From an optimization exercise on the open Yosys and OpenROAD flow, aimed at small area, a short achievable clock period and few clock cycles per item; shortcuts taken in it are not production practice. Function was checked by simulation only, so behaviour that the tests miss may differ from the original.

==> flow/design.v (excerpt) <==
module lstm (inputVec, trainingFlag, clock, reset, newSample, dataoutReady, outputVec);
Size in the first run: about 8,300 cells after synthesis, roughly 860 flip-flops, roughly 110 I/O pins, roughly 0.067 mm² of cells after synthesis.
clock: 12.0 ns
lec_check: 0
abc_area: 1
cap_margin: 20
core_margin: 2
core_utilization: 45
place_density: 0.6
setup_slack_margin: 5
slew_margin: 20
standard.sh (not shown) runs the stock make flow with config.mk's settings and CLKGATE_MAP_FILE= SYNTH_SCRIPT=/design/flow/synth_recipe.tcl, a recipe that flattens the netlist after the stock synthesis.
==> flow/flow/run.sh <==
#!/bin/bash
# The standard layout (standard.sh: the standard synthesis and ORFS
# flow, unchanged), with a larger setup-repair margin so that repair_timing
# keeps improving paths past what the 12 ns period alone asks for.
# ORFS writes each step's full log under orfs/logs; make's output goes to
# standard.log here.
bash standard.sh SETUP_SLACK_MARGIN=${FLOW_SETUP_MARGIN:-8.4} finish > standard.log 2>&1
Testbench counts at the start, summed over its fixed seeds: cycles 13,128, items 320.
Next try:
--- a/flow/design.v
+++ b/flow/design.v
@@ -178,51 +178,51 @@
             dataoutReady <= 1'b0;
         end else begin
             dataoutReady <= busy && cnt == LAST;
             if (busy) busy <= cnt != LAST;
             else busy <= newSample;
         end
     end
-    wire [17:0] h_q [0:3];
+    wire [12:0] h_q [0:3];
     reg  [17:0] xb;
     always @(*) begin
         case (xsrc)
             3'd0:    xb = inputVec[17:0];
             3'd1:    xb = inputVec[35:18];
-            3'd2:    xb = h_q[0];
-            3'd3:    xb = h_q[1];
-            3'd4:    xb = h_q[2];
-            default: xb = h_q[3];
+            3'd2:    xb = {{5{h_q[0][12]}}, h_q[0]};
+            3'd3:    xb = {{5{h_q[1][12]}}, h_q[1]};
+            3'd4:    xb = {{5{h_q[2][12]}}, h_q[2]};
+            default: xb = {{5{h_q[3][12]}}, h_q[3]};
         endcase
     end
     wire [71:0] wrow, brow;
     weightRAM ROM (.addr(waddr), .baddr({waddr[4:3], 3'd6}), .word(wrow), .bias(brow));
     genvar r;
     generate
         for (r = 0; r < 4; r = r + 1) begin : U
             gate LANE (.clock(clock), .reset(reset), .xb(xb),
                        .w_n(wrow[18*r +: 13]), .bias_n(brow[18*r +: 18]),
                        .bsrc_n(bsrc_r), .esrc_n(esrc_r), .psrc_n(psrc_r), .ntanh_n(ntanh_r),
                        .asel_n(asel_n), .kk_n(kk_n), .en_n(en_r), .h(h_q[r]));
-            assign outputVec[18*r +: 18] = h_q[r];
+            assign outputVec[18*r +: 18] = {{5{h_q[r][12]}}, h_q[r]};
         end
     endgenerate
 endmodule
 module gate (clock, reset, xb, w_n, bias_n, bsrc_n, esrc_n, psrc_n, ntanh_n,
              asel_n, kk_n, en_n, h);
     input             clock, reset;
     input      [17:0] xb;
     input      [12:0] w_n;
     input      [17:0] bias_n;
     input      [2:0]  bsrc_n, esrc_n;
     input             psrc_n, ntanh_n;
     input      [1:0]  asel_n;
     input      [1:0]  kk_n;
     input      [4:0]  en_n;
-    output reg [17:0] h;
+    output reg [12:0] h;
     localparam A_XB = 2'd0, A_GV = 2'd1, A_C = 2'd2, A_ZR = 2'd3;
     localparam B_W = 3'd0, B_P2 = 3'd1, B_Y = 3'd2, B_ZR = 3'd3;
     localparam E_ZERO = 3'd0, E_BIAS = 3'd1, E_P1 = 3'd2, E_P0 = 3'd3, E_ZR = 3'd4;
     reg  [2:0]  bsrc, esrc;
     reg         psrc, ntanh;
     reg  [1:0]  kk;
     reg  [4:0]  en;
@@ -290,18 +290,18 @@
     assign Y = S + C;              
     always @(posedge clock) begin
         if (en[0]) R  <= Y3;
         if (en[1]) gv <= Y3[28:11];
         if (en[2]) zr <= Y[23:11];
         if (reset) begin
             c <= 18'd0;
-            h <= 18'd0;
+            h <= 13'd0;
         end else begin
             if (en[3]) c <= Y[28:11];
-            if (en[4]) h <= Y[28:11];
+            if (en[4]) h <= Y[23:11];
         end
     end
 endmodule
 module dot_prod (a, bone, btwo, bneg, e, s, c);
     input  [17:0] a;
     input  [6:0] bone, btwo, bneg;
     input  [17:0] e;
=> Count of clock-buffer cells in the layout fell by 3; final cell count stays flat; non-clock buffer count increases by 33; worst hold slack is worse by 0.016 ns; global-route usage goes up by 1.4 points; worst setup slack degrades by 0.062 ns; first-iteration DRC count climbs by a little under a tenth.
Testbench counts after the change, summed over its fixed seeds: cycles 13,128, items 320.

## static timing again, ports no longer ideal
In the flow no input, the clock included, has a driving cell. The finished layouts below were timed again as built, in two steps. Step 1: set_driving_cell puts a clkbuf_16 on clock and a buf_2 on each other input, an assumption about the parent block. Step 2 adds t to the input delays and takes it off the output delays; t is the mean of the earliest and latest rising clock arrival at the registers after step 1. Input paths then give back, and output paths get back, about the clock's delay inside the block. a / b / c = no drivers / after step 1 / after step 2; a / b = the first two.
| run | shift t [ns] | slack for setup (ns) | hold slack, ns | worst setup path after step 2 | latest minus earliest clock arrival (ns) |
|---|---|---|---|---|---|
| the first run | 0.784 | 8.284 / 8.208 / 7.659 | 0.477 / 0.477 / 0.477 | input to register | 0.041 / 0.041 |
| the second run | 0.809 | 8.222 / 8.127 / 7.558 | 0.461 / 0.461 / 0.461 | input to register | 0.047 / 0.048 |
After both steps every run listed still meets setup and hold. For the second run, which loses most, drivers alone change the setup slack by -0.095 ns; drivers and shift together by -0.664 ns.
